This design comes from an exercise in tuning for small area, a short achievable clock period and few clock cycles per item on the open sky130 flow, not from production work.
In this exercise RTL edits were held to simulation tests only and were not proved equivalent to the original.

run A:
Design network_4_8_12_16_20_16, start of the top module:
module network_4_8_12_16_20_16(clk, reset, s_valid, m_ready, data_in, m_valid, s_ready, data_out);
  input clk, reset, s_valid, m_ready;
  input signed [15:0] data_in;
  output logic signed [15:0] data_out;
  output logic m_valid, s_ready;
  localparam [15:0] MASK_l1_sel = 16'haaaa;
  localparam [15:0] MASK_l1a_o0 = 16'h6776;
  localparam [15:0] MASK_l1a_t0 = 16'h8000;
  localparam [15:0] MASK_l1a_n0 = 16'he740;
  localparam [15:0] MASK_l1a_o1 = 16'h5f7;
  localparam [15:0] MASK_l1a_t1 = 16'ha200;
  localparam [15:0] MASK_l1a_n1 = 16'h504;
  localparam [15:0] MASK_l1a_o2 = 16'hfbb6;
  localparam [15:0] MASK_l1a_t2 = 16'h1;
  localparam [15:0] MASK_l1a_n2 = 16'hcbb7;
  localparam [15:0] MASK_l1a_o3 = 16'h1c63;
  localparam [15:0] MASK_l1a_t3 = 16'h4094;
  localparam [15:0] MASK_l1a_n3 = 16'h1801;
  localparam [15:0] MASK_l1b_o0 = 16'h9026;
  localparam [15:0] MASK_l1b_t0 = 16'h2241;
  localparam [15:0] MASK_l1b_n0 = 16'hb267;
  localparam [15:0] MASK_l1b_o1 = 16'hec2b;
  localparam [15:0] MASK_l1b_t1 = 16'h1314;
  localparam [15:0] MASK_l1b_n1 = 16'h2919;
  localparam [15:0] MASK_l1b_o2 = 16'h87a0;
  localparam [15:0] MASK_l1b_t2 = 16'h184d;
  localparam [15:0] MASK_l1b_n2 = 16'h1524;
  localparam [15:0] MASK_l1b_o3 = 16'h5531;
  localparam [15:0] MASK_l1b_t3 = 16'h8888;
  localparam [15:0] MASK_l1b_n3 = 16'h9ca9;
  localparam [15:0] MASK_l1_k0 = 16'h5423;
  localparam [15:0] MASK_l1_k1 = 16'ha651;
  localparam [15:0] MASK_l1_k2 = 16'h2948;
  localparam [15:0] MASK_l1_k3 = 16'h5550;
  localparam [15:0] MASK_l1_k4 = 16'hdb87;
  localparam [15:0] MASK_l1_k5 = 16'h1531;
  localparam [15:0] MASK_l1_k6 = 16'h84ac;
  localparam [15:0] MASK_l1_k7 = 16'hc44;
  localparam [15:0] MASK_l1_k8 = 16'h444;
  localparam [15:0] MASK_l1_k9 = 16'h444;
  localparam [15:0] MASK_l1_k10 = 16'h444;
  localparam [15:0] MASK_l1_k11 = 16'h444;
  localparam [15:0] MASK_l1_k12 = 16'h444;
  ...
Size in the first run: about 7100 cells after synthesis, about 77000 µm² of cells after synthesis.
Settings: LEC_CHECK=0, CAP_MARGIN=20, CORE_MARGIN=2, CORE_UTILIZATION=32, SLEW_MARGIN=20; clock period 10.0 ns.
standard.sh (not shown) runs the stock make flow with config.mk's settings and CLKGATE_MAP_FILE= SYNTH_SCRIPT=/design/flow/synth_recipe.tcl, a recipe that flattens the netlist after the stock synthesis.
==> flow/flow/run.sh <==
#!/bin/bash
set -euo pipefail
export SETUP_SLACK_MARGIN=5.5
bash standard.sh synth > synth.log 2>&1
python3 flow/flip_fa.py orfs/results/sky130hd/network_4_8_12_16_20_16/base/1_2_yosys.v > flip_fa.log 2>&1
bash standard.sh finish > standard.log 2>&1
Other scripts of this flow, unchanged in this note and not shown: flow/flow/flip_fa.py
Testbench counts of run A, summed over its fixed seeds: cycles 3,296, vectors 192.
> inputs changed (run A -> run B)
- swapping 32 for 40 in CORE_UTILIZATION
==> flow/flow/run.sh <==
#!/bin/bash
set -euo pipefail
export SETUP_SLACK_MARGIN=5.75
bash standard.sh synth > synth.log 2>&1
python3 flow/flip_fa.py orfs/results/sky130hd/network_4_8_12_16_20_16/base/1_2_yosys.v > flip_fa.log 2>&1
bash standard.sh finish > standard.log 2>&1
[summary]
| first-pass GRT wire length | run B vs run A | worse |. Higher area of the core goes to run A over run B. Cmp run A and run B / non-clock buffer count / lower: run A. | final weighted congestion in routability-driven placement | lower: run A |. Summary of run B over run A: via count of the first global-routing pass up 860; met2 routed wirelength rose 5700 µm; final-layout non-clock buffer area share now larger.
## Diff of input files: run C against run B
==> flow/flow/run.sh <==
#!/bin/bash
set -euo pipefail
export SETUP_SLACK_MARGIN=5
bash standard.sh synth > synth.log 2>&1
python3 flow/flip_fa.py orfs/results/sky130hd/network_4_8_12_16_20_16/base/1_2_yosys.v > flip_fa.log 2>&1
bash standard.sh finish > standard.log 2>&1
Notes after the runs:
- The well-tap cell count on run B is in line with that on run C.
- Global-route met2 utilization for run C is lower than for run B.
- Run C has completed all stages; timing, DRC and antenna checks passed.
- Re setup fix buffers added after clock tree synthesis: run C is 156 down on run B.
- Post-route minimum period: run C worse than run B
- Taking run B as the reference point, the first-iteration DRC count of run C rises by 349.


network_4_8_12_16_20_16 again, from the RTL that the note above started with.
Settings: LEC_CHECK=0, CAP_MARGIN=20, CORE_MARGIN=2, CORE_UTILIZATION=40, SLEW_MARGIN=20; clock period 10.0 ns.
==> flow/flow/run.sh <==
#!/bin/bash
set -euo pipefail
export SETUP_SLACK_MARGIN=4.75
bash standard.sh synth > synth.log 2>&1
python3 flow/flip_fa.py orfs/results/sky130hd/network_4_8_12_16_20_16/base/1_2_yosys.v > flip_fa.log 2>&1
bash standard.sh finish > standard.log 2>&1
Other scripts of this flow, unchanged in this note and not shown: flow/flow/flip_fa.py
The baseline finished with timing, DRC and antenna clean.
Testbench counts at the start, summed over its fixed seeds: cycles 3,296, vectors 192.
Edit:
--- a/flow/flow/run.sh
+++ b/flow/flow/run.sh
@@ -2,3 +2,3 @@
 set -euo pipefail
-export SETUP_SLACK_MARGIN=4.75
+export SETUP_SLACK_MARGIN=5.25
 bash standard.sh synth > synth.log 2>&1
After rerunning:
- design area rises by 1.1%
- core utilization rises by 0.46 points
- clock skew falls by 0.085 ns
- clock-buffer cell count rises by 14
- synthesized area stays the same
- via count rises by about 1%
- setup slack improved by 0.39 ns

[afterwards: timing with drivers on the ports]
In the flow no input, the clock included, has a driving cell. The finished layouts below were timed again as built, in two steps. Step 1: set_driving_cell puts a clkbuf_16 on clk and a buf_2 on each other input, an assumption about the parent block. Step 2 times the ports against the registers' clock, not the clock port: input delays grow and output delays shrink by t, the midpoint of the rising clock arrivals with the driver on. a / b / c = ideal ports / drivers / drivers and shift; a / b = the first two.
run	shift t [ns]	slack for setup (ns)	cell pins on the clock port's net
run A	0.839	5.352 / 5.352 / 5.352	1
run B	0.853	5.367 / 5.367 / 5.359	1
run C	0.857	5.125 / 5.125 / 5.125	1
the first run of note 2	0.841	4.913 / 4.913 / 4.913	1
the second run of note 2	0.839	5.304 / 5.304 / 5.304	1
After both steps every run listed still meets setup and hold. For run B, which loses most, drivers alone change the setup slack by 0.000 ns; drivers and shift together by -0.008 ns.
